Context: an optimization exercise on an open-source flow, tuned for small area, a short achievable clock period and few clock cycles per item. The choices shown serve that exercise and are no tape-out recipe. RTL that was checked went through simulation tests only; none was proved equivalent to the original. No functional check of the RTL was part of runs 1 and 2.

### flow/config.mk
export PLATFORM = sky130hd
export DESIGN_NAME = MCycle
export DESIGN_NICKNAME = MCycle
export VERILOG_FILES = /design/flow/design.v
export SDC_FILE = /design/flow/constraint.sdc
export NUM_CORES = 4
export LEC_CHECK = 0
export ABC_AREA = 1
export CAP_MARGIN = 20
export CORE_MARGIN = 2
export CORE_UTILIZATION = 30
export GPL_ROUTABILITY_DRIVEN = 1
export SETUP_SLACK_MARGIN = 3.2
export SLEW_MARGIN = 20
export SYNTH_HIERARCHICAL = 1
### flow/constraint.sdc
create_clock -name core_clock -period 6.5 [get_ports {CLK}]
set_input_delay 1.3000 -clock core_clock [delete_from_list [all_inputs] [get_ports {CLK}]]
set_output_delay 1.3000 -clock core_clock [all_outputs]
set_load 0.01 [all_outputs]
### flow/design.v
module MCycle
#(
    parameter WIDTH = 32
)
(
    input CLK,
    input RESET,
    input Start,
    input [1:0] MCycleOp,
    input [WIDTH-1:0] Operand1,
    input [WIDTH-1:0] Operand2,
    output [WIDTH-1:0] Result,
    output Busy
);
    reg        busy;
    reg [1:0]  op;
    reg [1:0]  stg;
    reg [4:0]  cnt;
    reg        one_q, two_q, neg_q, cin_q;    
    reg [31:0] R, X, Y;
    reg [8:0]  E;
    reg [7:0]  E2;    
    reg [4:0]  F;     
    reg        A3;    
    reg        dz;    
    assign Result = R;
    assign Busy = busy;
    function [32:0] padd;
        input [31:0] a, b;
        input cin;
        reg [32:0] g, p, G, P;
        integer l, i, j;
        begin
            g = {a & b, cin};
            p = {a ^ b, 1'b0};
            G = g; P = p;
            for (l = 0; l < 6; l = l + 1)
                for (i = 0; i < 33; i = i + 1)
                    if ((i >> l) & 1) begin
                        j = ((i >> l) << l) - 1;
                        G[i] = G[i] | (P[i] & G[j]);
                        P[i] = P[i] & P[j];
                    end
            padd = {G[32], p[32:1] ^ G[31:0]};
        end
    endfunction
    function [5:0] lzc32;
        input [31:0] v;
        reg [31:0] z1; reg [15:0] z2; reg [7:0] z3; reg [3:0] z4; reg [1:0] z5;
        reg [15:0] c2; reg [15:0] c3; reg [11:0] c4; reg [7:0] c5;
        integer k;
        begin
            z1 = ~v;
            for (k = 0; k < 16; k = k + 1) begin
                z2[k] = z1[2*k+1] & z1[2*k];
                c2[k] = z1[2*k+1];
            end
            for (k = 0; k < 8; k = k + 1) begin
                z3[k] = z2[2*k+1] & z2[2*k];
                c3[2*k+1 -: 2] = z2[2*k+1] ? {1'b1, c2[2*k]} : {1'b0, c2[2*k+1]};
            end
            for (k = 0; k < 4; k = k + 1) begin
                z4[k] = z3[2*k+1] & z3[2*k];
                c4[3*k+2 -: 3] = z3[2*k+1] ? {1'b1, c3[4*k+1 -: 2]} : {1'b0, c3[4*k+3 -: 2]};
            end
            for (k = 0; k < 2; k = k + 1) begin
                z5[k] = z4[2*k+1] & z4[2*k];
                c5[4*k+3 -: 4] = z4[2*k+1] ? {1'b1, c4[6*k+2 -: 3]} : {1'b0, c4[6*k+5 -: 3]};
            end
            lzc32 = (z5[1] & z5[0]) ? 6'd32 : z5[1] ? {2'b01, c5[3:0]} : {2'b00, c5[7:4]};
        end
    endfunction
    function [23:0] rev24;
        input [23:0] v;
        integer k;
        begin
            for (k = 0; k < 24; k = k + 1) rev24[k] = v[23-k];
        end
    endfunction
    wire [7:0]  ie1 = Operand1[30:23], ie2 = Operand2[30:23];
    wire        iz1 = (ie1 == 8'd0), iz2 = (ie2 == 8'd0);
    wire        inan1 = (ie1 == 8'hff) && (Operand1[22:0] != 23'd0);
    wire        inan2 = (ie2 == 8'hff) && (Operand2[22:0] != 23'd0);
    wire        iinf1 = (ie1 == 8'hff) && (Operand1[22:0] == 23'd0);
    wire        iinf2 = (ie2 == 8'hff) && (Operand2[22:0] == 23'd0);
    wire [32:0] iagb_s = padd({1'b0, Operand1[30:0]}, ~{1'b0, Operand2[30:0]}, 1'b1);
    wire        iagb  = iagb_s[32];
    wire [32:0] id12_s = padd({24'd0, ie1}, ~{24'd0, ie2}, 1'b1);
    wire [32:0] id21_s = padd({24'd0, ie2}, ~{24'd0, ie1}, 1'b1);
    wire [1:0]  im = (MCycleOp == 2'd3 && iz2) ? 2'b00 : Operand2[1:0];
    wire        s1 = X[31], s2 = Y[31];
    wire [7:0]  e1 = X[30:23], e2 = Y[30:23];
    wire [22:0] f1 = X[22:0], f2 = Y[22:0];
    wire        fa_align = (op == 2'd2) && (stg == 2'd0);
    wire        agb   = A3;
    wire [7:0]  dexp  = E[8] ? E2 : E[7:0];              
    wire        zs    = agb ? (e2 == 8'd0) : (e1 == 8'd0);
    wire        ss    = agb ? s2 : s1;
    wire        kill  = zs | (dexp[7:5] != 3'd0);
    wire        quirk = ~zs & ss & (dexp >= 8'd24);     
    wire [23:0] mb  = agb ? {1'b1, f1} : {1'b1, f2};
    wire [23:0] ms  = agb ? {1'b1, f2} : {1'b1, f1};
    wire [7:0]  eb  = agb ? e1 : e2;
    wire        sb  = agb ? s1 : s2;
    wire        zb  = (eb == 8'd0);
    wire [32:0] ebp1 = padd({24'd0, eb}, 32'd1, 1'b0);
    wire        inf1 = (e1 == 8'hff) && (f1 == 23'd0);
    wire        inf2 = (e2 == 8'hff) && (f2 == 23'd0);
    wire        nan1 = (e1 == 8'hff) && (f1 != 23'd0);
    wire        nan2 = (e2 == 8'hff) && (f2 != 23'd0);
    wire        fa_nan  = nan1 | nan2 | (inf1 & inf2 & (s1 != s2));
    wire        fa_pinf = (inf1 & ~s1) | (inf2 & ~s2);
    wire        fa_ninf = (inf1 & s1) | (inf2 & s2);
    wire        fa_sub  = s1 ^ s2;
    wire        fa_sgn  = fa_pinf ? 1'b0 : fa_ninf ? 1'b1 : (quirk ? ~sb : sb);
    wire [31:0] shin = (op == 2'd1) ? Y :
                       fa_align ? {8'b0, rev24(ms)} :
                       {R[24:0] ^ {25{F[3]}}, 7'b0};
    wire [4:0]  shamt = fa_align ? (kill ? 5'd31 : dexp[4:0]) :
                        (op == 2'd3) ? {4'b0, ~R[24]} : cnt;
    wire [31:0] shout = shin << shamt;
    wire [5:0]  lz_in = lzc32(shin);
    wire [5:0]  lz_x  = lzc32(X);
    wire [32:0] i0_s  = padd({26'd0, dz, cnt}, ~{26'd0, E[5:0]}, 1'b1);
    wire [5:0]  i0    = i0_s[5:0];           
    wire [32:0] S;
    mc_adder u_add (.a(R), .x(X), .one(one_q), .two(two_q), .neg(neg_q), .cin(cin_q), .s(S));
    wire        cout = S[32];
    wire        nb2 = Y[3], nb1 = Y[2], nb0 = Y[1];
    wire [32:0] esum_s  = padd({23'd0, E}, {24'd0, E2}, 1'b0);
    wire [32:0] esum2_s = padd(esum_s[31:0], 32'd386, 1'b0);
    wire [32:0] fexp_s = padd({23'd0, E}, ~{27'd0, cnt}, 1'b1);
    wire [8:0]  em1  = E - 9'd1;
    wire [8:0]  fexp = op[0] ? (R[24] ? E : em1) : fexp_s[8:0];
    wire        finf = F[1] | (op[0] & fexp[8]);
    wire [31:0] fres = F[2] ? 32'h7FC0_0000 :
                       finf ? {F[0], 8'hff, 23'd0} :
                       (F[4] & ~op[0]) ? 32'd0 : {F[0], fexp[7:0], shout[30:8]};
    wire div_step = (op == 2'd1) && (stg == 2'd3);
    reg done;
    always @(*) begin
        case (op)
            2'd0: done = (Y[31:1] == 31'd0);
            2'd1: done = (stg == 2'd1) ? (dz | i0[5]) : div_step && (cnt == 5'd0);
            2'd2: done = (stg == 2'd3);
            default: done = (stg == 2'd1);
        endcase
    end
    always @(posedge CLK or posedge RESET) begin
        if (RESET)
            busy <= 1'b0;
        else if (!busy)
            busy <= Start;
        else if (done)
            busy <= 1'b0;
    end
    wire r_add   = busy && ((op == 2'd0) || (div_step && cnt != 5'd0) ||
                            (op == 2'd2 && stg == 2'd1) || (op == 2'd3 && stg == 2'd0 && cnt == 5'd0));
    wire r_addsh = busy && (op == 2'd3) && (stg == 2'd0) && (cnt != 5'd0);
    wire r_quot  = busy && div_step && (cnt == 5'd0);
    wire r_oth   = ~(r_add | r_addsh | r_quot);
    reg [31:0] r_other;
    always @(*) begin
        r_other = fres;
        if (!busy)
            r_other = 32'd0;
        else if (op == 2'd1)
            r_other = (stg == 2'd1) ? {32{dz}} : (stg == 2'd2) ? X : 32'd0;
        else if (fa_align)
            r_other = {6'd0, quirk, 1'b0, rev24(shout[23:0])};
        else if (op == 2'd2 && stg == 2'd2)
            r_other = R;
    end
    always @(posedge CLK)
        R <= ({32{r_add}} & S[31:0]) | ({32{r_addsh}} & {{2{S[31]}}, S[31:2]}) |
             ({32{r_quot}} & {Y[30:0], cout}) | ({32{r_oth}} & r_other);
    reg [31:0] y_other;
    reg        neg_other, cin_other;
    always @(*) begin
        y_other = Y;
        neg_other = nb2;
        cin_other = nb2;
        if (!busy) begin
            y_other = (MCycleOp == 2'd3) ? (iz2 ? 32'd0 : {8'd0, 1'b1, Operand2[22:0]}) : Operand2;
            neg_other = im[1];
            cin_other = im[1];
        end else if (op == 2'd0 || op == 2'd3) begin
            y_other = {2'b0, Y[31:2]};
        end else if (op == 2'd1 && stg == 2'd2) begin
            y_other = 32'd0;
            neg_other = 1'b1;
            cin_other = 1'b1;
        end else if (fa_align) begin
            neg_other = fa_sub | quirk;
            cin_other = quirk;
        end
    end
    always @(posedge CLK) begin
        Y     <= (busy && div_step) ? {Y[30:0], cout} : y_other;
        neg_q <= (busy && div_step) ? cout : neg_other;
        cin_q <= (busy && div_step) ? cout : cin_other;
    end
    always @(posedge CLK) begin
        if (!busy) begin
            one_q <= im[0];
            two_q <= im[1] & ~im[0];
        end else if ((op == 2'd1) || fa_align) begin
            one_q <= 1'b1;
            two_q <= 1'b0;
        end else begin
            one_q <= nb1 ^ nb0;
            two_q <= (nb2 & ~nb1 & ~nb0) | (~nb2 & nb1 & nb0);
        end
    end
    always @(posedge CLK) begin
        A3 <= iagb;
        E2 <= (MCycleOp == 2'd3) ? ie2 : id21_s[7:0];
    end
    always @(posedge CLK) begin
        if (!busy) begin
            op   <= MCycleOp;
            stg  <= 2'd0;
            cnt  <= 5'd12;
            if (MCycleOp == 2'd3) begin
                X <= iz1 ? 32'd0 : {7'd0, 1'b1, Operand1[22:0], 1'b0};
                E <= {1'b0, ie1};
            end else begin
                X <= Operand1;
                E <= id12_s[8:0];
            end
            F <= {1'b0, 1'b0, inan1 | inan2, iinf1 | iinf2, Operand1[31] ^ Operand2[31]};
        end else begin
            case (op)
                2'd0: begin
                    X <= {X[29:0], 2'b0};
                end
                2'd1: begin
                    if (stg == 2'd0) begin
                        E[5:0] <= lz_x;
                        cnt    <= lz_in[4:0];
                        dz     <= lz_in[5];
                        stg    <= 2'd1;
                    end else if (stg == 2'd1) begin
                        cnt <= i0[4:0];
                        stg <= 2'd2;
                    end else if (stg == 2'd2) begin
                        X   <= shout;
                        stg <= 2'd3;
                    end else begin
                        X   <= {1'b0, X[31:1]};
                        cnt <= cnt - 5'd1;
                    end
                end
                2'd2: begin
                    stg <= stg + 2'd1;
                    if (stg == 2'd0) begin
                        X <= {8'd0, zb ? 24'd0 : mb};
                        E <= ebp1[8:0];
                        F <= {1'b0, fa_sub & ~quirk, fa_nan, fa_pinf | fa_ninf, fa_sgn};
                    end else if (stg == 2'd2) begin
                        cnt  <= lz_in[4:0];
                        F[4] <= lz_in[5];
                    end
                end
                default: begin
                    if (stg == 2'd0) begin
                        cnt <= cnt - 5'd1;
                        if (cnt == 5'd12) E <= esum2_s[8:0];
                        if (cnt == 5'd0) stg <= 2'd1;
                    end
                end
            endcase
        end
    end
endmodule
module mc_adder (
    input  [31:0] a,
    input  [31:0] x,
    input         one, two, neg, cin,
    output [32:0] s
);
    function [32:0] padd;
        input [31:0] a, b;
        input cin;
        reg [32:0] g, p, G, P;
        integer l, i, j;
        begin
            g = {a & b, cin};
            p = {a ^ b, 1'b0};
            G = g; P = p;
            for (l = 0; l < 6; l = l + 1)
                for (i = 0; i < 33; i = i + 1)
                    if ((i >> l) & 1) begin
                        j = ((i >> l) << l) - 1;
                        G[i] = G[i] | (P[i] & G[j]);
                        P[i] = P[i] & P[j];
                    end
            padd = {G[32], p[32:1] ^ G[31:0]};
        end
    endfunction
    wire [31:0] bmag = ({32{one}} & x) | ({32{two}} & {x[30:0], 1'b0});
    assign s = padd(a, bmag ^ {32{neg}}, cin);
endmodule
### flow/run.sh
#!/bin/bash
# synth_recipe.tcl (not shown) runs the flow's synth.tcl, then flattens the netlist and writes it again
# the make line also repeats each setting of config.mk as NAME=value (left out here)
make -C /OpenROAD-flow-scripts/flow DESIGN_CONFIG=/design/flow/config.mk WORK_HOME=/design/flow/orfs CLKGATE_MAP_FILE= SYNTH_SCRIPT=/design/flow/synth_recipe.tcl finish
==> summary.txt, run 1 <==
Outcome
  – Status: finished clean

Routing
  – ANT nets after route: 0
  – Iter 0 DRT Violations: 3207
  – Vias: 22100
  – Routed wire length: 91800 microns
  – DRC: 0
  – Highest routed metal layer: met4
  – Met3 wire len: 11100 microns
  – Met2 WL post-DR: 39300 microns
  – Metal1 wirelength: around 36000 microns
  – Avg WL per Cell: around 24 microns
  – Routed vias/inst: about 5.8
  – DRT Pass-1 Iters: 6

Critical path
  – R2R Path Start: op[0]
  – R2R Setup Slk: 3.20 ns
  – Reg-to-Reg End: R[13]
  – Worst EP arrival: 3.72 ns
  – Setup crit start kind: flop
  – Critical Path RT: 6.92 ns
  – CP Class: flop to flop
  – Crit path to: R[13]
  – Crit. Startpoint: op[0]
  – Cells on worst reg2reg path: 22
  – Crit path max fanout: 5
  – Critical Path Sink Type: flop

STA
  – Fmax: approximately 300 MHz
  – RSZ-0062 raised after global routing: yes
  – Count of final setup violators: 0
  – Post-Route Skew: roughly 0.017 ns
  – Slew headroom: 0.172
  – Tcrit/Tclk final: 0.508
  – Final min period: 3.30 ns
  – Setup TNS: 0 ns
  – Final Hold Vio Count: 0
  – Slew @ Worst Pin: 1.24 ns
  – Worst Hold Margin: 0.535 ns
  – Slew Limit Fails: 0
  – Worst setup margin: 3.20 ns

Floorplan
  – Chip Height: 247 microns
  – # IOs: a little over 100
  – Die Width: 247 microns
  – Row count: 89
  – Core Box Area: 58800 sq um
  – Die Area: around 61000 sq um
  – Initial Util: 0.302

Synthesis
  – Synth Warn #: 8
  – Post-Syn Nets: 3068
  – Synth area leaders: nand2_1 (18%), edfxtp_1 (13%), inv_1 (7.6%), ha_1 (7.4%), nand3_1 (6.5%)
  – Mux share of post-synthesis cell area: 0.000634
  – Synth Area in Compound Gates: 0.227
  – Post-synth top area share: 0.183
  – Cell count after synthesis: 2876
  – Synth Register Bits: 134
  – XOR/XNOR Fraction of Synth Area: 0.0355
  – Register area share after synthesis: 0.196
  – Syn Area/Cell: 6.18 sq um
  – Post-synthesis adder-cell area fraction: 0.0942
  – Post-synthesis cell type count: 70
  – Simple-gate portion of the synthesized area: 0.324
  – Main synth FF type: edfxtp_1
  – Async S/R FF share, synth: 0.00746
  – Post-Syn Area: roughly 18000 sq um
  – Largest family of logic cells by synthesized area: simple AND/OR/NAND/NOR gates
  – Post-synth EDFFs: 79
  – Cell taking the most area after synthesis: nand2_1

CTS
  – CTS root buf: clkbuf_16
  – Clock Path Buffers: 2
  – CTS tree: done
  – Clk slew on worst S/H paths: roughly 0.080 ns
  – Clk latency of the worst-skew pair: 0.47 ns
  – Clk sinks: between 100 and 150
  – CTS buffer count: 17
  – H-tree levels: 4

Cells and area
  – Layout cell share with drive strength beyond 1: 0.141
  – Final core utilization: 0.376
  – P&R area growth vs syn: 24.3%
  – Final nets: 3201
  – Final non-filler cell total: 3795
  – N_diodes: 0

GRT
  – Gr ovfl total: 0
  – Tot GR Track Use: 0.286
  – Antenna violations before repair: 1
  – Vias in the first global route: 19900
  – Largest net degree at the start of global routing: 53
  – First-pass GRT wire length: 130000 microns

Worst hold path
  – Hold Crit Class: flop to flop

Placement
  – Place WS: 1.32 ns
  – Buffers on Ports: between 100 and 150
  – Dpl hpwl: 65700 microns
  – Cells after DPL: about 3600
  – Placer Congestion: 1.03

Run
  – # Max-Cap Violations: 0
[Yosys cell counts (9+ instances only)]
cell	count
a21oi_1	179
a22oi_1	18
a31oi_1	10
a32oi_1	19
buf_2	30
buf_4	13
buf_6	15
clkbuf_1	85
dfxtp_1	54
edfxtp_1	79
fa_1	18
ha_1	105
inv_1	359
inv_2	9
nand2_1	865
nand2_2	21
nand3_1	230
nand4_1	24
nor2_1	147
nor2_2	10
nor3_1	19
nor4_1	22
o2111ai_1	10
o211ai_1	54
o21ai_0	195
o21ai_1	27
o21ai_2	10
o21bai_1	18
o221ai_1	27
o22ai_1	47
xnor2_1	12
xor2_1	60
[registers in the layout, indices dropped and copies added (netlist names), 2 cells and up]
register  cells
E             9
E2            8
F             5
R            32
X            32
Y            32
cnt           5
op            2
stg           2
[area by class of cell]
type,instances,area (sq um)
Timing Repair Buffer,249,2430
Fill cell,6353,36700
Tap cell,773,967
Multi-Input combinational cell,2226,13100
Timing Repair inverter,5,41.3
Inverter,376,1490
Clock inverter,15,141
Clock buffer,17,425
Sequential cell,134,3490
[per-module statistics from Yosys (local to each module, per instance)]
module | cells | flip-flops and latches | times used | area [sq um]
MCycle | 2462 | 134 | 1 | 15400
mc_adder | 414 | 0 | 1 | 2380
[per-layer routing]
metal,GRT usage,vias to the layer above
li1,-,9947
met1,0.378,10200
met4,0.141,0
met3,0.0603,351
met2,0.439,1535
met5,0,-
[logic make-up (layout without fill, tap and decap cells)]
group           count (synthesis)  in the layout
simple gates                 1361           1369
xor+xnor                       72             72
flops                         134            134
mux                             1              1
fa+ha+maj                     123            123
compound gates                660            661
buf+inv                       525            662
[cell usage in the layout (no fill, tap or decap), types with 9 or more instances in the layout]
master	synthesis	routed
dfxtp_1	54	49
o21ai_2	10	25
clkdlybuf4s50_1	0	93
edfxtp_1	79	79
nand2_4	4	11
clkbuf_16	0	23
fa_1	18	17
a22oi_2	2	10
buf_12	1	11
o22ai_1	47	33
nor2_1	147	137
nor4_1	22	20
inv_1	359	348
nand3_2	3	23
a31oi_1	10	9
a32oi_1	19	18
o221ai_1	27	27
nand2_1	865	846
o21ai_1	27	27
buf_4	13	123
ha_1	105	96
nand3_1	230	209
a21oi_1	179	167
nor3_1	19	18
nand2_2	21	34
a21oi_2	4	11
xor2_1	60	58
o21bai_1	18	18
o2111ai_1	10	10
a22oi_1	18	10
o21ai_0	195	170
o21ai_4	1	12
nand4_1	24	24
inv_2	9	12
xnor2_1	12	12
nor2_2	10	14
o211ai_1	54	54
[through the flow]
step           cell area (sq um)
2_1_floorplan              17800
3_3_place_gp               19300
3_5_place_dp               19300
4_1_cts                    20900
5_1_grt                    22100
6_report                   22100
[critical path, stage by stage, from the launching register on]
cell      delay (ns)
edfxtp_1        0.46
inv_2           0.12
ha_4            0.27
buf_4           0.16
buf_12          0.09
nand2_4         0.08
nand3_1         0.20
nand2_1         0.15
o21ai_2         0.23
inv_1           0.15
nand2_1         0.09
o21ai_0         0.11
nand2_1         0.11
nand3_1         0.14
nand3_2         0.16
nand3_1         0.12
nand2_1         0.24
nand2_1         0.09
nand2_1         0.07
nand2_1         0.04
nand2_1         0.07
nand2_1         0.06
nand2_1         0.05
[how the worst min path moves through the flow]
stage / start / to / slack (ns) / depth (start not counted)
detailed placement: F[4] / F[4] / 0.52 / 2
global placement: F[4] / F[4] / 0.52 / 2
finish: F[4] / F[4] / 0.53 / 2
global route: F[4] / F[4] / 0.57 / 2
floorplan: F[4] / F[4] / 0.48 / 2
CTS: F[4] / F[4] / 0.53 / 2
[what timing repair did]
action | in CTS | in global routing
resized for setup | 156 | 111
hold endpoints to repair | 0 | 0
buffers inserted | 43 | 63
endpoints found under the setup margin | 170 | 115
gates cloned | 12 | 10
pin swaps | 32 | 63
hold buffers | 0 | 0
==> inputs of run 2 (changes only) <==
--- a/flow/design.v
+++ b/flow/design.v
@@ -17,6 +17,7 @@
     reg [1:0]  stg;
     reg [4:0]  cnt;
     reg        one_q, two_q, neg_q, cin_q;    
+    reg        one1_q, two1_q, neg1_q;        
     reg [31:0] R, X, Y;
     reg [8:0]  E;
     reg [7:0]  E2;    
@@ -87,7 +88,7 @@
     wire        iagb  = iagb_s[32];
     wire [32:0] id12_s = padd({24'd0, ie1}, ~{24'd0, ie2}, 1'b1);
     wire [32:0] id21_s = padd({24'd0, ie2}, ~{24'd0, ie1}, 1'b1);
-    wire [1:0]  im = (MCycleOp == 2'd3 && iz2) ? 2'b00 : Operand2[1:0];
+    wire [3:0]  im = (MCycleOp == 2'd3 && iz2) ? 4'b0000 : Operand2[3:0];
     wire        s1 = X[31], s2 = Y[31];
     wire [7:0]  e1 = X[30:23], e2 = Y[30:23];
     wire [22:0] f1 = X[22:0], f2 = Y[22:0];
@@ -124,9 +125,17 @@
     wire [32:0] i0_s  = padd({26'd0, dz, cnt}, ~{26'd0, E[5:0]}, 1'b1);
     wire [5:0]  i0    = i0_s[5:0];           
     wire [32:0] S;
-    mc_adder u_add (.a(R), .x(X), .one(one_q), .two(two_q), .neg(neg_q), .cin(cin_q), .s(S));
+    mc_adder u_add (.a(R), .x(X), .one(one_q), .two(two_q), .neg(neg_q), .cin(cin_q),
+                    .one1(one1_q), .two1(two1_q), .neg1(neg1_q), .s(S));
     wire        cout = S[32];
-    wire        nb2 = Y[3], nb1 = Y[2], nb0 = Y[1];
+    function [2:0] benc;    
+        input b2, b1, b0;
+        benc = {b1 ^ b0, (b2 & ~b1 & ~b0) | (~b2 & b1 & b0), b2};
+    endfunction
+    wire [2:0]  nd0 = benc(Y[5], Y[4], Y[3]);
+    wire [2:0]  nd1 = benc(Y[7], Y[6], Y[5]);
+    wire [2:0]  id0 = benc(im[1], im[0], 1'b0);
+    wire [2:0]  id1 = benc(im[3], im[2], im[1]);
     wire [32:0] esum_s  = padd({23'd0, E}, {24'd0, E2}, 1'b0);
     wire [32:0] esum2_s = padd(esum_s[31:0], 32'd386, 1'b0);
     wire [32:0] fexp_s = padd({23'd0, E}, ~{27'd0, cnt}, 1'b1);
@@ -140,7 +149,7 @@
     reg done;
     always @(*) begin
         case (op)
-            2'd0: done = (Y[31:1] == 31'd0);
+            2'd0: done = (Y[31:3] == 29'd0);
             2'd1: done = (stg == 2'd1) ? (dz | i0[5]) : div_step && (cnt == 5'd0);
             2'd2: done = (stg == 2'd3);
             default: done = (stg == 2'd1);
@@ -172,20 +181,20 @@
             r_other = R;
     end
     always @(posedge CLK)
-        R <= ({32{r_add}} & S[31:0]) | ({32{r_addsh}} & {{2{S[31]}}, S[31:2]}) |
+        R <= ({32{r_add}} & S[31:0]) | ({32{r_addsh}} & {{4{S[31]}}, S[31:4]}) |
              ({32{r_quot}} & {Y[30:0], cout}) | ({32{r_oth}} & r_other);
     reg [31:0] y_other;
     reg        neg_other, cin_other;
     always @(*) begin
         y_other = Y;
-        neg_other = nb2;
-        cin_other = nb2;
+        neg_other = nd0[0];
+        cin_other = nd0[0];
         if (!busy) begin
             y_other = (MCycleOp == 2'd3) ? (iz2 ? 32'd0 : {8'd0, 1'b1, Operand2[22:0]}) : Operand2;
-            neg_other = im[1];
-            cin_other = im[1];
+            neg_other = id0[0];
+            cin_other = id0[0];
         end else if (op == 2'd0 || op == 2'd3) begin
-            y_other = {2'b0, Y[31:2]};
+            y_other = {4'b0, Y[31:4]};
         end else if (op == 2'd1 && stg == 2'd2) begin
             y_other = 32'd0;
             neg_other = 1'b1;
@@ -202,14 +211,15 @@
     end
     always @(posedge CLK) begin
         if (!busy) begin
-            one_q <= im[0];
-            two_q <= im[1] & ~im[0];
+            {one_q, two_q} <= id0[2:1];
+            {one1_q, two1_q, neg1_q} <= id1;
         end else if ((op == 2'd1) || fa_align) begin
             one_q <= 1'b1;
             two_q <= 1'b0;
+            {one1_q, two1_q, neg1_q} <= 3'b000;
         end else begin
-            one_q <= nb1 ^ nb0;
-            two_q <= (nb2 & ~nb1 & ~nb0) | (~nb2 & nb1 & nb0);
+            {one_q, two_q} <= nd0[2:1];
+            {one1_q, two1_q, neg1_q} <= nd1;
         end
     end
     always @(posedge CLK) begin
@@ -220,7 +230,7 @@
         if (!busy) begin
             op   <= MCycleOp;
             stg  <= 2'd0;
-            cnt  <= 5'd12;
+            cnt  <= 5'd6;
             if (MCycleOp == 2'd3) begin
                 X <= iz1 ? 32'd0 : {7'd0, 1'b1, Operand1[22:0], 1'b0};
                 E <= {1'b0, ie1};
@@ -232,7 +242,7 @@
         end else begin
             case (op)
                 2'd0: begin
-                    X <= {X[29:0], 2'b0};
+                    X <= {X[27:0], 4'b0};
                 end
                 2'd1: begin
                     if (stg == 2'd0) begin
@@ -265,7 +275,7 @@
                 default: begin
                     if (stg == 2'd0) begin
                         cnt <= cnt - 5'd1;
-                        if (cnt == 5'd12) E <= esum2_s[8:0];
+                        if (cnt == 5'd6) E <= esum2_s[8:0];
                         if (cnt == 5'd0) stg <= 2'd1;
                     end
                 end
@@ -277,6 +287,7 @@
     input  [31:0] a,
     input  [31:0] x,
     input         one, two, neg, cin,
+    input         one1, two1, neg1,
     output [32:0] s
 );
     function [32:0] padd;
@@ -298,6 +309,10 @@
             padd = {G[32], p[32:1] ^ G[31:0]};
         end
     endfunction
-    wire [31:0] bmag = ({32{one}} & x) | ({32{two}} & {x[30:0], 1'b0});
-    assign s = padd(a, bmag ^ {32{neg}}, cin);
+    wire [31:0] p0 = (({32{one}} & x) | ({32{two}} & {x[30:0], 1'b0})) ^ {32{neg}};
+    wire [31:0] p1 = (({32{one1}} & {x[29:0], 2'b0}) | ({32{two1}} & {x[28:0], 3'b0})) ^ {32{neg1}};
+    wire [31:0] cs = a ^ p0 ^ p1;
+    wire [31:0] cc = (a & p0) | (a & p1) | (p0 & p1);
+    wire [32:0] t  = padd(cs, {cc[30:0], neg1}, cin);
+    assign s = {t[32] ^ cc[31], t[31:0]};
 endmodule
--- a/flow/config.mk
+++ b/flow/config.mk
@@ -10,6 +10,6 @@
 export CORE_MARGIN = 2
 export CORE_UTILIZATION = 30
 export GPL_ROUTABILITY_DRIVEN = 1
-export SETUP_SLACK_MARGIN = 3.2
+export SETUP_SLACK_MARGIN = 2.6
 export SLEW_MARGIN = 20
 export SYNTH_HIERARCHICAL = 1
==> run 2 against run 1 <==
  * Count of clock-buffer cells in the layout grew 1
  * Sequential share of layout area shrank 0.31 points
  * Via count grew 8.4%
  * Register-to-register slack worse by 0.63 ns
==> summary.txt, run 2 <==
Cells and area
  – Final nets: 3476 (+8.6%)
  – Post-route cell area: 23000 sq um (+4.0%)
  – Layout fillers: 7164 (+13%)
  – Commonest non-fill, non-tap cell in the layout: nand2_1
  – Commonest non-fill, non-tap cells in the layout: nand2_1 (781), nand3_1 (471), inv_1 (431), a21oi_1 (165), o21ai_0 (163)
  – Reg area: 3560 sq um (+1.9%)
  – Multi-input logic area: 14200 sq um (+8.3%)
  – Final core utilization: 0.349 (-0.0264)
  – Layout cell share with drive strength beyond 1: 0.0843 (-0.0567)
  – Biggest regs: R: 32 flops, X: 32 flops, Y: 32 flops
  – P&R area growth vs syn: 15.4%

Worst hold path
  – WHS Path Cells: 2 (unchanged)
  – Hold Crit Class: flop to flop
  – Hold endpoint: F[4]
  – Hold wc startpoint: F[4]

Routing
  – DRT Pass-1 Iters: 7 (+1)
  – Routed wire length: 100000 microns (+9.0%)
  – Vias: 23900 (+8.4%)
  – Routed vias/inst: 5.79 (-0.37%)
  – ANT nets after route: 0 (unchanged)
  – Iter 0 DRT Violations: 3587 (+12%)
  – DRC: 0 (unchanged)
  – Avg WL per Cell: 24.2 microns (+0.21%)

Synthesis
  – Main synth FF type: edfxtp_1
  – Post-synth EDFFs: 79 (unchanged)
  – Syn Area/Cell: 6.21 sq um (+0.46%)
  – Synth top cells by count: nand2_1 (792), nand3_1 (473), inv_1 (442)
  – Register area share after synthesis: 0.178 (-0.0179)
  – Synth area leaders: nand2_1 (15%), edfxtp_1 (12%), nand3_1 (12%), inv_1 (8.3%), ha_1 (6.7%)
  – Async S/R FF share, synth: 0.00730 (-0.000163)
  – Cell taking the most area after synthesis: nand2_1
  – Post-Syn Nets: 3431 (+12%)
  – Synth Register Bits: 137 (+2.2%)
  – Most common cell in the netlist: nand2_1
  – Post-Syn Area: 19900 sq um (+12%)
  – Post-synth top area share: 0.149 (-0.0333)
  – Synth Warn #: 8 (unchanged)
  – Cell count after synthesis: 3206 (+11%)
  – Post-synthesis cell type count: 64 (-8.6%)

Run
  – # Max-Cap Violations: 0 (unchanged)

Critical path
  – Cells on worst reg2reg path: 14 (-36%)
  – Reg-to-Reg End: R[13]
  – Worst EP arrival: 4.34 ns (+0.62 ns)
  – R2R Path Start: E[8]
  – Critical Path RT: 6.92 ns (about the same)
  – Crit path max fanout: 18 (+13)
  – R2R Setup Slk: 2.57 ns (-0.63 ns)
  – CP Class: flop to flop
  – Crit. Startpoint: E[8]
  – Setup crit start kind: flop
  – Critical Path Sink Type: flop

CTS
  – CTS buffer count: 17 (unchanged)
  – Clk latency of the worst-skew pair: 0.47 ns (about the same)
  – Clk sinks: 137 (+2.2%)
  – Clk slew on worst S/H paths: 0.07 ns (about the same)
  – H-tree levels: 4 (unchanged)
  – Clock Path Buffers: 2 (unchanged)
  – CTS tree: done
  – CTS root buf: clkbuf_16

STA
  – Final min period: 3.93 ns (+0.625 ns)
  – Slew Limit Fails: 0 (unchanged)
  – RSZ-0062 raised after global routing: yes
  – Slew headroom: 0.295 (+0.123)
  – Slew @ Worst Pin: 1.05 ns (-0.187 ns)
  – Tcrit/Tclk final: 0.604 (+0.0962)
  – Post-Route Skew: 0.0137 ns (-0.00330 ns)
  – Setup TNS: 0 ns (unchanged)
  – Count of final setup violators: 0 (unchanged)
  – Fmax: 255 MHz (-16%)
  – Final Hold Vio Count: 0 (unchanged)

Outcome
  – Status: finished clean

Floorplan
  – Row count: 94 (+5.6%)
  – Initial Util: 0.303 (+0.000466)
  – # IOs: 102 (unchanged)
  – Chip Height: 262 microns (+5.7%)
  – Die Width: 262 microns (+5.7%)
  – Core Box Area: 65700 sq um (+12%)
  – Die Area: 68400 sq um (+12%)

GRT
  – First-pass GRT wire length: 143000 microns (+9.9%)
  – Largest net degree at the start of global routing: 55 (+3.8%)
  – Gr ovfl total: 0 (unchanged)
  – Vias in the first global route: 21400 (+7.7%)
  – Tot GR Track Use: 0.284 (-0.00176)
  – Antenna violations before repair: 1 (unchanged)

Placement
  – Buffers on Ports: 101 (unchanged)
  – Placer Congestion: 1.06 (+3.0%)
  – Dpl cell area: 21500 sq um (+11%)
  – Dpl hpwl: 76600 microns (+17%)
run 2: how the worst max path moves through the flow:
| stage | to | slack, ns | cells past startpoint |
|---|---|---|---|
| 4_1_cts | R[0] | 2.54 | 23 |
| 3_5_place_dp | R[0] | 1.46 | 23 |
| 2_1_floorplan | neg_q | 2.82 | 23 |
| 3_3_place_gp | R[0] | 1.57 | 23 |
| 6_report | R[13] | 2.57 | 14 |
| 5_1_grt | R[0] | 2.41 | 21 |
run 2: final cells by class:
class	count	area share
inverter	476	0.0794
antenna	1	0.000109
clock inverter	14	0.00643
timing repair inverter	6	0.00185
sequential	137	0.155
timing repair buffer	187	0.0738
tap	864	0.0471
multi-input combinational	2426	0.618
clock buffer	18	0.0187
run 2: timing repair:
item                                    in CTS  in global routing
pin swaps                                    3                 10
endpoints found under the setup margin     128                 69
hold buffers                                 0                  0
cloned                                       8                  2
gates resized for setup                     45                 80
setup buffers                               18                 35
run 2: cell families after synthesis:
kind of cell	synth area share
xor gates and xnor gates	0.0453
DFF	0.178
adders and majority gates	0.117
buffers and inverters	0.131
AOI/OAI and AO/OA	0.196
and+or+nand+nor	0.333
run 2: metal layers:
metal | GRT usage | routed length, microns | share of wire | vias to the layer above
met5 | 0 | 0 | 0 | -
met4 | 0.200 | 8030 | 0.080 | 0
met3 | 0.0554 | 10900 | 0.11 | 306
met2 | 0.416 | 41700 | 0.42 | 1651
met1 | 0.373 | 39400 | 0.39 | 11100
li1 | - | - | - | 10900
run 2: Yosys stat by module (local to each module, per instance):
| module | times used | flip-flops and latches | cell area, sq um | cells |
|---|---|---|---|---|
| mc_adder | 1 | 0 | 3670 | 571 |
| MCycle | 1 | 137 | 16200 | 2635 |
run 2: per-stage QoR:
stage / std cells / worst slack, ns / hold slack (ns)
6_report: 4129 / 2.57 / 0.549
5_1_grt: 4129 / 2.41 / 0.578
4_1_cts: 4091 / 2.54 / 0.549
2_1_floorplan: 3206 / 2.82 / 0.472
3_5_place_dp: 4033 / 1.46 / 0.528
3_3_place_gp: 4033 / 1.57 / 0.537
run 2: worst max-delay path: stages (launching register included):
cell      delay (ns)
edfxtp_1        0.57
inv_4           0.16
nand3_1         0.08
nand2_1         0.42
nand3_1         0.40
o21ai_4         0.73
buf_4           0.34
nand3_1         0.16
nand3_1         0.15
nand3_1         0.22
a21oi_1         0.20
nand2_1         0.16
nand2_1         0.12
nand2_1         0.05
nand2_1         0.07
==> inputs of run 3 (changes only) <==
--- a/flow/design.v
+++ b/flow/design.v
@@ -23,7 +23,6 @@
     reg [7:0]  E2;    
     reg [4:0]  F;     
     reg        A3;    
-    reg        dz;    
     assign Result = R;
     assign Busy = busy;
     function [32:0] padd;
@@ -122,8 +121,9 @@
     wire [31:0] shout = shin << shamt;
     wire [5:0]  lz_in = lzc32(shin);
     wire [5:0]  lz_x  = lzc32(X);
-    wire [32:0] i0_s  = padd({26'd0, dz, cnt}, ~{26'd0, E[5:0]}, 1'b1);
+    wire [32:0] i0_s  = padd({26'd0, lz_in}, ~{26'd0, lz_x}, 1'b1);
     wire [5:0]  i0    = i0_s[5:0];           
+    wire        dquit = lz_in[5] | i0[5];    
     wire [32:0] S;
     mc_adder u_add (.a(R), .x(X), .one(one_q), .two(two_q), .neg(neg_q), .cin(cin_q),
                     .one1(one1_q), .two1(two1_q), .neg1(neg1_q), .s(S));
@@ -145,12 +145,12 @@
     wire [31:0] fres = F[2] ? 32'h7FC0_0000 :
                        finf ? {F[0], 8'hff, 23'd0} :
                        (F[4] & ~op[0]) ? 32'd0 : {F[0], fexp[7:0], shout[30:8]};
-    wire div_step = (op == 2'd1) && (stg == 2'd3);
+    wire div_step = (op == 2'd1) && (stg == 2'd2);
     reg done;
     always @(*) begin
         case (op)
             2'd0: done = (Y[31:3] == 29'd0);
-            2'd1: done = (stg == 2'd1) ? (dz | i0[5]) : div_step && (cnt == 5'd0);
+            2'd1: done = (stg == 2'd0) ? dquit : div_step && (cnt == 5'd0);
             2'd2: done = (stg == 2'd3);
             default: done = (stg == 2'd1);
         endcase
@@ -174,7 +174,7 @@
         if (!busy)
             r_other = 32'd0;
         else if (op == 2'd1)
-            r_other = (stg == 2'd1) ? {32{dz}} : (stg == 2'd2) ? X : 32'd0;
+            r_other = (stg == 2'd0) ? {32{lz_in[5]}} : X;
         else if (fa_align)
             r_other = {6'd0, quirk, 1'b0, rev24(shout[23:0])};
         else if (op == 2'd2 && stg == 2'd2)
@@ -195,7 +195,7 @@
             cin_other = id0[0];
         end else if (op == 2'd0 || op == 2'd3) begin
             y_other = {4'b0, Y[31:4]};
-        end else if (op == 2'd1 && stg == 2'd2) begin
+        end else if (op == 2'd1 && stg == 2'd1) begin
             y_other = 32'd0;
             neg_other = 1'b1;
             cin_other = 1'b1;
@@ -246,16 +246,11 @@
                 end
                 2'd1: begin
                     if (stg == 2'd0) begin
-                        E[5:0] <= lz_x;
-                        cnt    <= lz_in[4:0];
-                        dz     <= lz_in[5];
-                        stg    <= 2'd1;
-                    end else if (stg == 2'd1) begin
                         cnt <= i0[4:0];
-                        stg <= 2'd2;
-                    end else if (stg == 2'd2) begin
+                        stg <= 2'd1;
+                    end else if (stg == 2'd1) begin
                         X   <= shout;
-                        stg <= 2'd3;
+                        stg <= 2'd2;
                     end else begin
                         X   <= {1'b0, X[31:1]};
                         cnt <= cnt - 5'd1;
@@ -311,8 +306,9 @@
     endfunction
     wire [31:0] p0 = (({32{one}} & x) | ({32{two}} & {x[30:0], 1'b0})) ^ {32{neg}};
     wire [31:0] p1 = (({32{one1}} & {x[29:0], 2'b0}) | ({32{two1}} & {x[28:0], 3'b0})) ^ {32{neg1}};
-    wire [31:0] cs = a ^ p0 ^ p1;
-    wire [31:0] cc = (a & p0) | (a & p1) | (p0 & p1);
+    wire [31:0] t1 = a ^ p1;
+    wire [31:0] cs = t1 ^ p0;
+    wire [31:0] cc = (a & p1) | (t1 & p0);
     wire [32:0] t  = padd(cs, {cc[30:0], neg1}, cin);
     assign s = {t[32] ^ cc[31], t[31:0]};
 endmodule
==> run 3 against run 2 <==
  * Cell count shrank 0.24%
  * Register-to-register slack lost 0.22 ns
  * Global-route usage increased by 0.072 points
  * Core utilization is 2.0 points higher
  * Still clean on timing, DRC and antenna
  * Flip-flop and latch count down 1
  * Highest routed layer is now met5
==> summary.txt, run 3 <==
Floorplan
  – # IOs: 102 (unchanged)
  – Core Box Area: 64300 sq um (-2.1%)
  – Chip Height: 259 microns (-1.1%)
  – Initial Util: 0.303 (about the same)
  – Die Width: 259 microns (-1.1%)
  – Row count: 93 (-1.1%)
  – Die Area: 67000 sq um (-2.1%)

Placement
  – Placer Congestion: 1.04 (-1.4%)
  – Dpl cell area: 21100 sq um (-1.9%)
  – Buffers on Ports: 101 (unchanged)
  – Dpl hpwl: 74900 microns (-2.1%)
  – Cells after DPL: 3967 (-1.6%)

Run
  – # Max-Cap Violations: 0 (unchanged)

Synthesis
  – Synth Register Bits: 136 (-0.73%)
  – Async S/R FF share, synth: 0.00735 (+0.0000537)
  – Synth area leaders: nand2_1 (16%), edfxtp_1 (12%), nand3_1 (11%), inv_1 (7.8%), ha_1 (6.8%)
  – Cell count after synthesis: 3141 (-2.0%)
  – Most common cell in the netlist: nand2_1
  – Register area share after synthesis: 0.180 (+0.00234)
  – Synth Warn #: 8 (unchanged)
  – Post-synth EDFFs: 78 (-1.3%)
  – Main synth FF type: edfxtp_1
  – Post-synthesis cell type count: 63 (-1.6%)
  – Post-synth top area share: 0.156 (+0.00615)
  – Syn Area/Cell: 6.20 sq um (-0.11%)
  – Cell taking the most area after synthesis: nand2_1
  – Post-Syn Nets: 3366 (-1.9%)
  – Synth top cells by count: nand2_1 (807), nand3_1 (431), inv_1 (407)
  – Post-Syn Area: 19500 sq um (-2.1%)

Cells and area
  – Commonest non-fill, non-tap cell in the layout: nand2_1
  – N_diodes: 0 (-1)
  – Final nets: 3476 (unchanged)
  – Final core utilization: 0.369 (+0.0202)
  – Commonest non-fill, non-tap cells in the layout: nand2_1 (776), nand3_1 (424), inv_1 (391), a21oi_1 (185), o21ai_0 (152)
  – Final non-filler cell total: 4119 (-0.24%)
  – Layout cell share with drive strength beyond 1: 0.125 (+0.0411)
  – P&R area growth vs syn: 22.1%
  – Post-route cell area: 23800 sq um (+3.5%)
  – Biggest regs: R: 32 flops, X: 32 flops, Y: 32 flops

Critical path
  – Crit path max fanout: 5 (-13)
  – CP Class: flop to flop
  – Critical Path Sink Type: flop
  – CP bufs+invs: 2 (unchanged)
  – Worst EP arrival: 4.54 ns (+0.20 ns)
  – Critical Path RT: 6.90 ns (-0.02 ns)
  – Setup crit start kind: flop
  – Worst path top cell family by delay: simple AND/OR/NAND/NOR gates
  – Slowest cell on crit path: edfxtp_1
  – CP most frequent cell: nor2_1
  – CP Cell Sequence: nor2_1, inv_1, nor3_2, nand2_1, nor3_2, inv_1, o21ai_0, ha_1, nand2_2, nor2_2, a211oi_2, fa_1, nor2_1, nor2_1, nand3_1, nand3_2, a21oi_2
  – Worst stage delay on the critical path: 0.50 ns (-0.23 ns)

Routing
  – ANT nets after route: 0 (unchanged)
  – Routed vias/inst: 5.71 (-1.5%)
  – Vias: 23500 (-1.7%)
  – Avg WL per Cell: 24.0 microns (-0.96%)
  – DRT Pass-1 Iters: 8 (+1)
  – Routed wire length: 98900 microns (-1.2%)
  – DRC: 0 (unchanged)
  – Iter 0 DRT Violations: 3410 (-4.9%)

CTS
  – H-tree levels: 4 (unchanged)
  – Clk slew on worst S/H paths: 0.07 ns (about the same)
  – Clk latency of the worst-skew pair: 0.47 ns (about the same)
  – Clock Path Buffers: 2 (unchanged)
  – CTS tree: done
  – CTS root buf: clkbuf_16
  – CTS buffer count: 17 (unchanged)
  – Clk sinks: 136 (-0.73%)

STA
  – Slew headroom: 0.310 (+0.0151)
  – Final min period: 4.14 ns (+0.217 ns)
  – RSZ-0062 raised after global routing: yes
  – Slew @ Worst Pin: 1.03 ns (-0.0141 ns)
  – Count of final setup violators: 0 (unchanged)
  – Slew Limit Fails: 0 (unchanged)
  – Fmax: 241 MHz (-5.2%)
  – Tcrit/Tclk final: 0.638 (+0.0335)
  – Post-Route Skew: 0.0170 ns (+0.00324 ns)
  – Final Hold Vio Count: 0 (unchanged)
  – Setup TNS: 0 ns (unchanged)

Outcome
  – Status: finished clean

GRT
  – Antenna violations before repair: 1 (unchanged)
  – Vias in the first global route: 21200 (-0.98%)
  – First-pass GRT wire length: 142000 microns (-0.93%)
  – Tot GR Track Use: 0.285 (+0.000715)
  – Gr ovfl total: 0 (unchanged)
  – Largest net degree at the start of global routing: 76 (+38%)

Worst hold path
  – Hold Crit Class: flop to flop
==> run 3: final cells by class <==
type	instances	area, sq um
inverters	440	1720
clock inverters	15	153
repair inverters	7	56.3
fillers	6916	40600
multi-input cells	2402	14400
flip-flops and latches	136	3540
clock buffers	17	425
repair buffers	247	2370
well taps	855	1070
==> run 3: tightest hold or removal path: cells and delay by family, from the launching register on <==
| kind | cells | cell delay [ns] |
|---|---|---|
| DFF | 1 | 0.34 |
| AOI/OAI and AO/OA | 1 | 0.05 |
| and+or+nand+nor | 1 | 0.07 |
==> run 3: stage by stage <==
stage	setup WS, ns	hold WS, ns
2_1_floorplan	2.75	0.479
3_3_place_gp	1.59	0.500
3_5_place_dp	1.52	0.502
4_1_cts	2.46	0.512
5_1_grt	2.23	0.553
6_report	2.36	0.509
==> run 3: per-module statistics from Yosys, one instance, submodules excluded <==
module / copies in the design / cells / flip-flops and latches / area (sq um)
MCycle: 1 / 2602 / 136 / 15900
mc_adder: 1 / 539 / 0 / 3580
==> run 3: final timing paths <==
| check | startpoint | end | slack (ns) | cells past startpoint |
|---|---|---|---|---|
| max in group asynchronous | RESET | busy | 5.38 | 2 |
| hold / removal | cnt[4] | cnt[4] | 0.51 | 2 |
| hold reg to reg | cnt[4] | cnt[4] | 0.51 | 2 |
| setup reg to reg | X[15] | cnt[3] | 2.36 | 17 |
| setup / recovery | X[15] | cnt[3] | 2.36 | 17 |
| min in group asynchronous | RESET | busy | 1.00 | 2 |
==> run 3: routing by layer <==
layer | vias to the layer above | share of wire | GRT usage
met5 | - | 0.00017 | 0
met4 | 2 | 0.072 | 0.168
met3 | 308 | 0.11 | 0.0614
met2 | 1498 | 0.42 | 0.420
met1 | 10900 | 0.40 | 0.380
li1 | 10800 | - | -
==> run 3: kinds of logic (layout without fill, tap and decap cells) <==
kind of cell,count (synthesis),count (layout),synth area share
XOR/XNOR,103,103,0.0463
buffers and inverters,604,726,0.125
adder cells (fa/ha/maj),156,156,0.119
flip-flops,136,136,0.180
AND/OR/NAND/NOR,1495,1496,0.333
AO/OA/AOI/OAI,647,647,0.197
==> run 3: timing repair <==
item                                    CTS  global route
pin swaps                                47            62
setup buffers                            55            52
hold endpoints to repair                  0             0
gates cloned                              9             4
endpoints found under the setup margin   73            68
hold buffers                              0             0
gates resized for setup                 121           134
Testbench counts of run 3, summed over its fixed seeds: cycles 16,284, items 1,920.
==> inputs of run 4 (changes only) <==
--- a/flow/design.v
+++ b/flow/design.v
@@ -117,13 +117,19 @@
                        fa_align ? {8'b0, rev24(ms)} :
                        {R[24:0] ^ {25{F[3]}}, 7'b0};
     wire [4:0]  shamt = fa_align ? (kill ? 5'd31 : dexp[4:0]) :
-                        (op == 2'd3) ? {4'b0, ~R[24]} : cnt;
+                        (op == 2'd3) ? {4'b0, ~R[24]} : (op == 2'd1) ? i0[4:0] : cnt;
     wire [31:0] shout = shin << shamt;
     wire [5:0]  lz_in = lzc32(shin);
     wire [5:0]  lz_x  = lzc32(X);
-    wire [32:0] i0_s  = padd({26'd0, lz_in}, ~{26'd0, lz_x}, 1'b1);
-    wire [5:0]  i0    = i0_s[5:0];           
-    wire        dquit = lz_in[5] | i0[5];    
+    wire [32:0] i0_s  = padd({27'd0, cnt}, ~{26'd0, E[5:0]}, 1'b1);
+    wire [5:0]  i0    = i0_s[5:0];
+    wire [31:0] xs1   = X | {1'b0, X[31:1]};
+    wire [31:0] xs2   = xs1 | {2'b0, xs1[31:2]};
+    wire [31:0] xs4   = xs2 | {4'b0, xs2[31:4]};
+    wire [31:0] xs8   = xs4 | {8'b0, xs4[31:8]};
+    wire [31:0] xsm   = xs8 | {16'b0, xs8[31:16]};    
+    wire        div_b0 = (Y == 32'd0);
+    wire        dquit = div_b0 | ((Y & ~xsm) != 32'd0);    
     wire [32:0] S;
     mc_adder u_add (.a(R), .x(X), .one(one_q), .two(two_q), .neg(neg_q), .cin(cin_q),
                     .one1(one1_q), .two1(two1_q), .neg1(neg1_q), .s(S));
@@ -174,7 +180,7 @@
         if (!busy)
             r_other = 32'd0;
         else if (op == 2'd1)
-            r_other = (stg == 2'd0) ? {32{lz_in[5]}} : X;
+            r_other = (stg == 2'd0) ? {32{div_b0}} : X;
         else if (fa_align)
             r_other = {6'd0, quirk, 1'b0, rev24(shout[23:0])};
         else if (op == 2'd2 && stg == 2'd2)
@@ -246,10 +252,12 @@
                 end
                 2'd1: begin
                     if (stg == 2'd0) begin
-                        cnt <= i0[4:0];
-                        stg <= 2'd1;
+                        cnt    <= lz_in[4:0];
+                        E[5:0] <= lz_x;
+                        stg    <= 2'd1;
                     end else if (stg == 2'd1) begin
                         X   <= shout;
+                        cnt <= i0[4:0];
                         stg <= 2'd2;
                     end else begin
                         X   <= {1'b0, X[31:1]};
==> run 4 against run 3 <==
  * Count of clock-buffer cells in the layout unchanged
  * Synthesized cell count is 1.3% higher
  * Still clean on timing, DRC and antenna
  * Highest routed layer unchanged
  * Register-to-register slack improved by 0.22 ns
  * Routed wire length rose by 4.9%
  * Worst setup slack gained 0.22 ns
  * Hold slack gained 0.0085 ns
  * Fmax rose by 5.7%
==> summary.txt, run 4 <==
Outcome
  – Status: finished clean

Critical path
  – Worst EP arrival: 4.02 ns (-0.52 ns)
  – Crit path max fanout: 13 (+8)
  – Worst path top cell family by delay: buffers and inverters
  – Critical Path Sink Type: flop
  – CP Class: flop to flop
  – Critical Path RT: 6.60 ns (-0.30 ns)
  – Slowest cell on crit path: o31ai_2
  – Worst stage delay on the critical path: 0.58 ns (+0.08 ns)
  – Setup crit start kind: flop
  – CP bufs+invs: 4 (+2)
  – CP most frequent cell: inv_1
  – CP Cell Sequence: inv_1, o21ai_0, inv_1, ha_1, nand2_1, nor4_1, nor2_4, inv_1, o31ai_2, clkinvlp_4

STA
  – Slew headroom: 0.230 (-0.0804)
  – RSZ-0062 raised after global routing: yes
  – Slew Limit Fails: 0 (unchanged)
  – Tcrit/Tclk final: 0.603 (-0.0346)
  – Count of final setup violators: 0 (unchanged)
  – Final Hold Vio Count: 0 (unchanged)
  – Worst setup margin: 2.58 ns (+0.225 ns)
  – Fmax: 255 MHz (+5.7%)
  – Post-Route Skew: 0.0159 ns (-0.00104 ns)
  – Slew @ Worst Pin: 1.14 ns (+0.107 ns)
  – Setup TNS: 0 ns (unchanged)
  – Final min period: 3.92 ns (-0.225 ns)

Cells and area
  – Layout cell share with drive strength beyond 1: 0.113 (-0.0124)
  – Reg area: 3530 sq um (-0.32%)
  – Biggest regs: R: 32 flops, X: 32 flops, Y: 32 flops
  – Final core utilization: 0.365 (-0.00487)
  – Commonest non-fill, non-tap cells in the layout: nand2_1 (760), nand3_1 (485), inv_1 (407), a21oi_1 (169), o21ai_0 (164)
  – N_diodes: 0 (unchanged)
  – Final non-filler cell total: 4150 (+0.75%)
  – Multi-input logic area: 14700 sq um (+2.2%)
  – Final nets: 3497 (+0.60%)
  – Commonest non-fill, non-tap cell in the layout: nand2_1
  – Layout fillers: 6971 (+0.80%)
  – P&R area growth vs syn: 20.8%

Routing
  – Routed wire length: 104000 microns (+4.9%)
  – DRC: 0 (unchanged)
  – Vias: 24400 (+3.7%)
  – Iter 0 DRT Violations: 3933 (+15%)
  – DRT Pass-1 Iters: 7 (-1)
  – Avg WL per Cell: 25.0 microns (+4.2%)
  – ANT nets after route: 0 (unchanged)
  – Routed vias/inst: 5.88 (+2.9%)

CTS
  – CTS root buf: clkbuf_16
  – Clk sinks: 136 (unchanged)
  – H-tree levels: 4 (unchanged)
  – CTS buffer count: 17 (unchanged)
  – Clk latency of the worst-skew pair: 0.47 ns (about the same)
  – Clock Path Buffers: 2 (unchanged)
  – CTS tree: done
  – Clk slew on worst S/H paths: 0.07 ns (about the same)

Synthesis
  – Post-synth EDFFs: 78 (unchanged)
  – Synth top cells by count: nand2_1 (774), nand3_1 (489), inv_1 (421)
  – Synth Warn #: 8 (unchanged)
  – Syn Area/Cell: 6.22 sq um (+0.24%)
  – Synth area leaders: nand2_1 (15%), nand3_1 (12%), edfxtp_1 (12%), inv_1 (8.0%), ha_1 (6.6%)
  – Async S/R FF share, synth: 0.00735 (unchanged)
  – Post-synth top area share: 0.147 (-0.00859)
  – Synth Register Bits: 136 (unchanged)
  – Cell taking the most area after synthesis: nand2_1
  – Register area share after synthesis: 0.177 (-0.00269)
  – Cell count after synthesis: 3181 (+1.3%)
  – Most common cell in the netlist: nand2_1
  – Post-Syn Nets: 3405 (+1.2%)
  – Post-synthesis cell type count: 68 (+7.9%)
  – Post-Syn Area: 19800 sq um (+1.5%)
  – Main synth FF type: edfxtp_1

Floorplan
  – Initial Util: 0.302 (-0.000863)
  – Row count: 94 (+1.1%)
  – Core Box Area: 65500 sq um (+1.8%)
  – Die Width: 261 microns (+0.74%)
  – Chip Height: 261 microns (+0.74%)
  – # IOs: 102 (unchanged)
  – Die Area: 68000 sq um (+1.5%)

GRT
  – Antenna violations before repair: 1 (unchanged)
  – Largest net degree at the start of global routing: 52 (-32%)
  – Tot GR Track Use: 0.290 (+0.00532)
  – Gr ovfl total: 0 (unchanged)
  – Vias in the first global route: 21800 (+2.5%)
  – First-pass GRT wire length: 146000 microns (+3.2%)

Placement
  – Placer Congestion: 1.04 (-0.50%)
  – Place WS: 1.90 ns (+0.378 ns)
  – Buffers on Ports: 101 (unchanged)
  – Cells after DPL: 4015 (+1.2%)
  – Dpl hpwl: 77700 microns (+3.7%)

Worst hold path
  – Hold Crit Class: flop to flop

Run
  – # Max-Cap Violations: 0 (unchanged)
-- run 4: cell types whose count changed after synthesis, sizes merged, moves of 5 or more --
cell	before	now
nor2	145	157
a21oi	191	176
o22ai	73	78
clkbuf	96	91
o221ai	27	39
nand3	433	490
a22oi	35	40
nand2	822	794
o21ai	231	200
o211ai	20	25
buf	68	80
-- run 4: worst paths after layout --
| path | from | endpoint | slack, ns | cells past startpoint |
|---|---|---|---|---|
| min in group asynchronous | RESET | busy | 0.97 | 2 |
| hold / removal | cnt[4] | cnt[4] | 0.52 | 2 |
| setup / recovery | Y[23] | X[5] | 2.58 | 10 |
| setup reg to reg | Y[23] | X[5] | 2.58 | 10 |
| max in group asynchronous | RESET | busy | 5.43 | 2 |
| hold reg to reg | cnt[4] | cnt[4] | 0.52 | 2 |
-- run 4: stage by stage --
step / area [sq um] / hold WS [ns]
floorplan: 19800 / 0.472
global placement: 21400 / 0.485
detailed placement: 21400 / 0.488
CTS: 22600 / 0.519
global route: 23900 / 0.557
finish: 23900 / 0.517
-- run 4: area by class of cell --
class	count	share of cell area
Clock buffer	17	0.0178
Clock inverter	15	0.00581
Inverter	440	0.0705
Multi-Input combinational cell	2437	0.617
Sequential cell	136	0.148
Tap cell	864	0.0453
Timing Repair Buffer	236	0.0939
Timing Repair inverter	5	0.00157
-- run 4: Yosys stat by module, one instance, submodules excluded --
module    cells inside  flops+latches  times used  cell area, sq um
MCycle            2643            136           1             16200
mc_adder           538              0           1              3620
-- run 4: layer usage --
| metal | track usage | share of wire | routed length [microns] | up-vias |
|---|---|---|---|---|
| li1 | - | - | - | 11000 |
| met1 | 0.384 | 0.39 | 40100 | 11300 |
| met2 | 0.440 | 0.43 | 44300 | 1788 |
| met3 | 0.0518 | 0.11 | 11800 | 361 |
| met4 | 0.170 | 0.073 | 7590 | 2 |
| met5 | 0 | 0.000077 | 8 | - |
-- run 4: what timing repair did --
action	CTS	global route
pin swaps	7	52
setup buffers	36	56
hold buffers	0	0
gates cloned	5	6
resized for setup	60	140
setup endpoints to repair	96	93
-- run 4: logic make-up (layout without fill, tap and decap cells) --
kind of cell / after synthesis / count (layout) / synth area share
AND/OR/NAND/NOR: 1539 / 1541 / 0.340
XOR/XNOR: 105 / 105 / 0.0465
flip-flops: 136 / 136 / 0.177
adder cells (fa/ha/maj): 155 / 155 / 0.117
buffers and inverters: 611 / 713 / 0.123
AO/OA/AOI/OAI: 635 / 636 / 0.196
-- run 4: tightest hold or removal path, cell delays in order (launching register included) --
cell,delay (ns)
dfxtp_1,0.34
nand2_1,0.07
a21oi_1,0.06
Testbench counts of run 4, summed over its fixed seeds: cycles 16,284, items 1,920.

[separate check: timing with driven ports]
How much do the figures lean on ideal ports? The routed layouts below were timed once more, with nothing changed but the port constraints. Step 1 sets driving cells, clkbuf_16 on the clock port and buf_2 on the other inputs (assumed; they add their load-dependent delay and slew). Step 2 moves the port delays by t, midway between the first and last clock arrival at a register: inputs arrive t later, outputs are due t later. That takes back most of the time a late clock gives input paths. Slacks: no drivers / after step 1 / after step 2; pairs: no drivers / after step 1.
run | shift t [ns] | slack for setup (ns) | hold WS [ns] | worst setup path after step 2 | worst register clock-pin slew, ns
run 1 | 0.520 | 3.198 / 3.198 / 2.805 | 0.535 / 0.535 / 0.535 | input to register | 0.08 / 0.08
run 2 | 0.515 | 2.573 / 2.573 / 2.222 | 0.549 / 0.549 / 0.549 | input to register | 0.07 / 0.07
run 3 | 0.516 | 2.356 / 2.356 / 2.257 | 0.509 / 0.509 / 0.509 | input to register | 0.08 / 0.08
run 4 | 0.527 | 2.581 / 2.581 / 2.376 | 0.517 / 0.517 / 0.517 | input to register | 0.08 / 0.08
After both steps every run listed still meets setup and hold. The setup slack of run 1, which loses most, moves by 0.000 ns with the drivers and by -0.393 ns with both steps.
